Context: an optimization exercise on an open-source flow, tuned for small area and a short achievable clock period. The choices shown serve that exercise and are no tape-out recipe. Where RTL was checked, it was by simulation tests only, not by an equivalence proof against the original. No driver is modelled on the clock port, so clocking that relies on it looks cheaper here than on a real chip.

Design fir_32nd, start of the top module:
module fir_32nd (
    input clk,
    input reset,
    input signed [15:0] data_in,
    output reg signed [15:0] filtered_output
);
  reg [15:0] x0;
  reg [15:0] x1;
  reg [15:0] x2;
  reg [15:0] x3;
  reg [15:0] x4;
  reg [15:0] x5;
  reg [15:0] x6;
  reg [15:0] x7;
  reg [15:0] x8;
  reg [15:0] x9;
  reg [15:0] x10;
  reg [15:0] x11;
  reg [15:0] x12;
  reg [15:0] x13;
  reg [15:0] x14;
  reg [15:0] x15;
  reg [15:0] x16;
  reg [15:0] x17;
  reg [15:0] x18;
  reg [15:0] x19;
  reg [15:0] x20;
  reg [16:0] p5;
  reg [16:0] p6;
  reg [16:0] p7;
  reg [16:0] p8;
  reg [16:0] p9;
  reg [16:0] p10;
  reg [16:0] p11;
  reg [16:0] p12;
  reg [16:0] p13;
  reg [16:0] p14;
  reg [16:0] p15;
  reg [17:0] G6;
  reg [17:0] G7;
  reg [17:0] G8;
  reg [17:0] G14;
  reg [17:0] G15;
  reg [28:0] R1a;
  reg [28:0] R1b;
  reg [30:0] R2a;
  reg [30:0] R2b;
  reg [0:0] v1_;
  reg [0:0] v2_;
  wire m0 = ~x0[15];
  wire m1 = ~x1[15];
  wire m2 = ~x2[15];
  wire m3 = ~x3[15];
  wire m4 = ~x15[15];
  wire m5 = ~x16[15];
  wire m6 = ~x17[15];
  wire m7 = ~p8[16];
  wire m8 = ~p12[16];
  wire m9 = ~p15[16];
  wire s10, c10;
  fir_ha us10 (x0[1], x0[2], s10, c10);
  wire s11, c11;
  fir_fa us11 (x0[2], x0[3], x1[2], s11, c11);
  wire s12, c12;
  fir_fa us12 (x0[3], x0[4], x1[3], s12, c12);
  wire s13, c13;
  fir_ha us13 (x0[8], x1[8], s13, c13);
  wire s14, c14;
  fir_fa us14 (x0[4], x0[5], x1[4], s14, c14);
  wire s15, c15;
  fir_fa us15 (x0[9], x1[9], x1[11], s15, c15);
  wire s16, c16;
  fir_ha us16 (x1[5], x2[1], s16, c16);
  wire s17, c17;
  fir_fa us17 (x0[5], x0[6], x1[5], s17, c17);
  wire s18, c18;
  fir_fa us18 (x1[6], x2[2], x15[4], s18, c18);
  wire s19, c19;
  fir_fa us19 (x0[10], x1[10], x1[12], s19, c19);
  wire s20, c20;
  fir_ha us20 (x16[11], x17[12], s20, c20);
  wire s21, c21;
  fir_fa us21 (x0[6], x0[7], x1[6], s21, c21);
  wire s22, c22;
  ...
Size in the first run: roughly 2600 cells after synthesis, roughly 34 I/O pins.
export LEC_CHECK = 0
export CAP_MARGIN = 20
export CORE_MARGIN = 2
export CORE_UTILIZATION = 60
export CTS_BUF_LIST = sky130_fd_sc_hd__clkbuf_8 sky130_fd_sc_hd__clkbuf_16
export CTS_CLUSTER_DIAMETER = 120
export CTS_CLUSTER_SIZE = 40
export SLEW_MARGIN = 20
export SYNTH_HIERARCHICAL = 1
export TNS_END_PERCENT = 5
create_clock -name core_clock -period 15.0 [get_ports {clk}]
standard.sh (not shown) runs the stock make flow with config.mk's settings and CLKGATE_MAP_FILE= SYNTH_SCRIPT=/design/flow/synth_recipe.tcl, a recipe that flattens the netlist after the stock synthesis.
==> flow/flow/run.sh <==
#!/bin/bash
# Own flow: the standard synthesis, then the standard ORFS steps with
# buf_4 port buffers, no delay cells in buffering, a fanout limit that
# turns the reset net into a buffer tree, and a larger setup margin so
# timing repair works on the paths that set the achieved period.
set -e
H=$PWD/flow/hook.tcl
bash standard.sh synth > synth.log 2>&1
bash standard.sh SETUP_SLACK_MARGIN=11 BUFFER_PORTS_ARGS="-buffer_cell sky130_fd_sc_hd__buf_4" \
  PRE_GLOBAL_PLACE_TCL=$H PRE_RESIZE_TCL=$H PRE_CTS_TCL=$H PRE_GLOBAL_ROUTE_TCL=$H finish > layout.log 2>&1
==> flow/flow/hook.tcl <==
# Keep delay cells out of buffering and sizing; split high-fanout nets (the reset net).
set_dont_use [get_lib_cells {sky130_fd_sc_hd__clkdlybuf4s* sky130_fd_sc_hd__dlygate4sd* sky130_fd_sc_hd__dlymetal6s*}]
set_max_fanout 16 [current_design]
The first run went through all stages and came out clean.
Change:
--- a/flow/flow/run.sh
+++ b/flow/flow/run.sh
@@ -9 +9 @@
-bash standard.sh SETUP_SLACK_MARGIN=11 BUFFER_PORTS_ARGS="-buffer_cell sky130_fd_sc_hd__buf_4" \
+bash standard.sh SETUP_SLACK_MARGIN=10.9 BUFFER_PORTS_ARGS="-buffer_cell sky130_fd_sc_hd__buf_4" \
Settings changed: CTS_BUF_LIST sky130_fd_sc_hd__clkbuf_8 sky130_fd_sc_hd__clkbuf_16 to not set.
The changed run produced a clean layout.
Sequential share of layout area stays flat.
Hold slack is about the same.
Non-clock buffer count decreases by 18.
Design area decreases by 0.42%.
No functional check of the RTL was part of any run of this note.

Another version of the RTL of fir_32nd (not shown whole).
For scale: roughly 2700 cells after synthesis, ~34 I/O pins, roughly 42000 um^2 of cells after synthesis.
Settings: LEC_CHECK=0, CAP_MARGIN=20, CORE_MARGIN=2, CORE_UTILIZATION=45, SLEW_MARGIN=20, SYNTH_HIERARCHICAL=1; clock period 15.0 ns.
==> flow/flow/run.sh <==
#!/bin/bash
# Own flow: the standard synthesis, then the standard ORFS steps with
# faster port buffers and a larger setup margin for timing repair.
set -e
bash standard.sh synth > synth.log 2>&1
bash standard.sh SETUP_SLACK_MARGIN=11 BUFFER_PORTS_ARGS="-buffer_cell sky130_fd_sc_hd__buf_4" finish > layout.log 2>&1
The first run completed without violations.
Rerun with:
==> flow/flow/run.sh (replaced) <==
#!/bin/bash
# Own flow: the standard synthesis, then the standard ORFS steps with
# buf_4 port buffers, no delay cells in buffering, a fanout limit that
# turns the reset net into a buffer tree, and a larger setup margin so
# timing repair works on the paths that set the achieved period.
set -e
H=$PWD/flow/hook.tcl
bash standard.sh synth > synth.log 2>&1
bash standard.sh SETUP_SLACK_MARGIN=11 BUFFER_PORTS_ARGS="-buffer_cell sky130_fd_sc_hd__buf_4" \
  PRE_GLOBAL_PLACE_TCL=$H PRE_RESIZE_TCL=$H PRE_CTS_TCL=$H PRE_GLOBAL_ROUTE_TCL=$H finish > layout.log 2>&1
==> flow/flow/hook.tcl (new file) <==
# Keep delay cells out of buffering and sizing; split high-fanout nets (the reset net).
set_dont_use [get_lib_cells {sky130_fd_sc_hd__clkdlybuf4s* sky130_fd_sc_hd__dlygate4sd* sky130_fd_sc_hd__dlymetal6s*}]
set_max_fanout 16 [current_design]
First-iteration DRC count came out lower by roughly a tenth.
Sequential share of layout area is about the same.
Via count climbs slightly.
Synthesized cell count does not change.
Routed wire length climbs slightly.
Critical path depth stays the same.
Final area barely changes.
Worst hold slack improved by 0.013 ns.
Rerun with:
==> flow/flow/run.sh (replaced) <==
#!/bin/bash
# Own flow: the standard synthesis, then the standard ORFS steps with
# faster port buffers and a larger setup margin for timing repair.
set -e
bash standard.sh synth > synth.log 2>&1
bash standard.sh SETUP_SLACK_MARGIN=10 BUFFER_PORTS_ARGS="-buffer_cell sky130_fd_sc_hd__buf_4" finish > layout.log 2>&1
removed: flow/flow/hook.tcl
=> Non-clock buffer count goes down by 173; die area is unchanged; setup slack got worse by 0.44 ns; critical path depth falls by 5; core utilization goes down by 1.7 points; via count decreases by a few percent; worst hold slack got worse by 0.016 ns; synthesized area stays the same; global-route usage falls by 0.62 points.
Rerun with:
==> flow/flow/run.sh (replaced) <==
#!/bin/bash
# Own flow: the standard synthesis, then the standard ORFS steps with
# faster port buffers, a reset buffer tree and a larger setup margin.
set -e
bash standard.sh synth > synth.log 2>&1
bash standard.sh SETUP_SLACK_MARGIN=10 BUFFER_PORTS_ARGS="-buffer_cell sky130_fd_sc_hd__buf_4" PRE_RESIZE_TCL=$PWD/flow/pre_resize.tcl finish > layout.log 2>&1
==> flow/flow/pre_resize.tcl (new file) <==
# Split high-fanout nets (the reset net) into a buffer tree.
set_max_fanout 10 [current_design]
Fmax goes down by a few percent.
Wire length climbs by a few percent.
Sequential share of layout area drops by 0.55 points.
Synthesized cell count stays the same.
Via count rose slightly.
Worst hold slack hardly moves.
First-iteration DRC count went down slightly.
Rerun with:
==> flow/flow/run.sh (replaced) <==
#!/bin/bash
# Own flow: the standard synthesis, then the standard ORFS steps with
# faster port buffers, a reset buffer tree and a larger setup margin.
set -e
bash standard.sh synth > synth.log 2>&1
bash standard.sh SETUP_SLACK_MARGIN=11 BUFFER_PORTS_ARGS="-buffer_cell sky130_fd_sc_hd__buf_4" PRE_RESIZE_TCL=$PWD/flow/pre_resize.tcl finish > layout.log 2>&1
Core utilization increases by 1.9 points; cell area increases by about 3.7%; setup slack gains 0.68 ns; die area is unchanged; global-route usage increases by 0.33 points; via count increases by 2.1%; routed wire length increases by 1.9%.

[separate check: timing with driven ports]
How much do the figures lean on ideal ports? The routed layouts below were timed once more, with nothing changed but the port constraints.
Step 1 (the two cells are an assumption about what drives the block):
set clk [get_ports {clk}]
set_driving_cell -lib_cell sky130_fd_sc_hd__clkbuf_16 $clk
set_driving_cell -lib_cell sky130_fd_sc_hd__buf_2 [delete_from_list [all_inputs] $clk]
Step 2, shift: input delay + t, output delay - t, t = (earliest + latest rising clock arrival at the registers) / 2. This alone moves slack from input paths to output paths.
a / b / c = no drivers / after step 1 / after step 2; a / b = the first two.
run	t (ns)	setup slack, ns	hold slack, ns	latest minus earliest clock arrival (ns)	worst slew at a driven data input, ns
the first run of note 1	0.686	10.774 / 10.774 / 10.315	0.347 / 0.347 / 0.347	0.031 / 0.031	0.04
the second run of note 1	0.686	10.691 / 10.691 / 10.209	0.347 / 0.347 / 0.347	0.031 / 0.030	0.04
the first run of note 2	0.704	10.846 / 10.786 / 10.509	0.329 / 0.329 / 0.329	0.031 / 0.031	0.05
the second run of note 2	0.704	10.818 / 10.778 / 10.513	0.342 / 0.342 / 0.342	0.031 / 0.032	0.05
the third run of note 2	0.704	10.378 / 10.420 / 9.717	0.326 / 0.326 / 0.326	0.029 / 0.029	0.05
the fourth run of note 2	0.718	10.163 / 10.209 / 9.491	0.325 / 0.325 / 0.325	0.042 / 0.042	0.05
the fifth run of note 2	0.720	10.845 / 10.784 / 10.440	0.325 / 0.325 / 0.325	0.046 / 0.045	0.05
After both steps setup and hold are still met in every run listed. For the fourth run of note 2, which loses most, drivers alone change the setup slack by +0.046 ns; drivers and shift together by -0.672 ns. The worst setup slack also covers recovery checks on asynchronous resets.
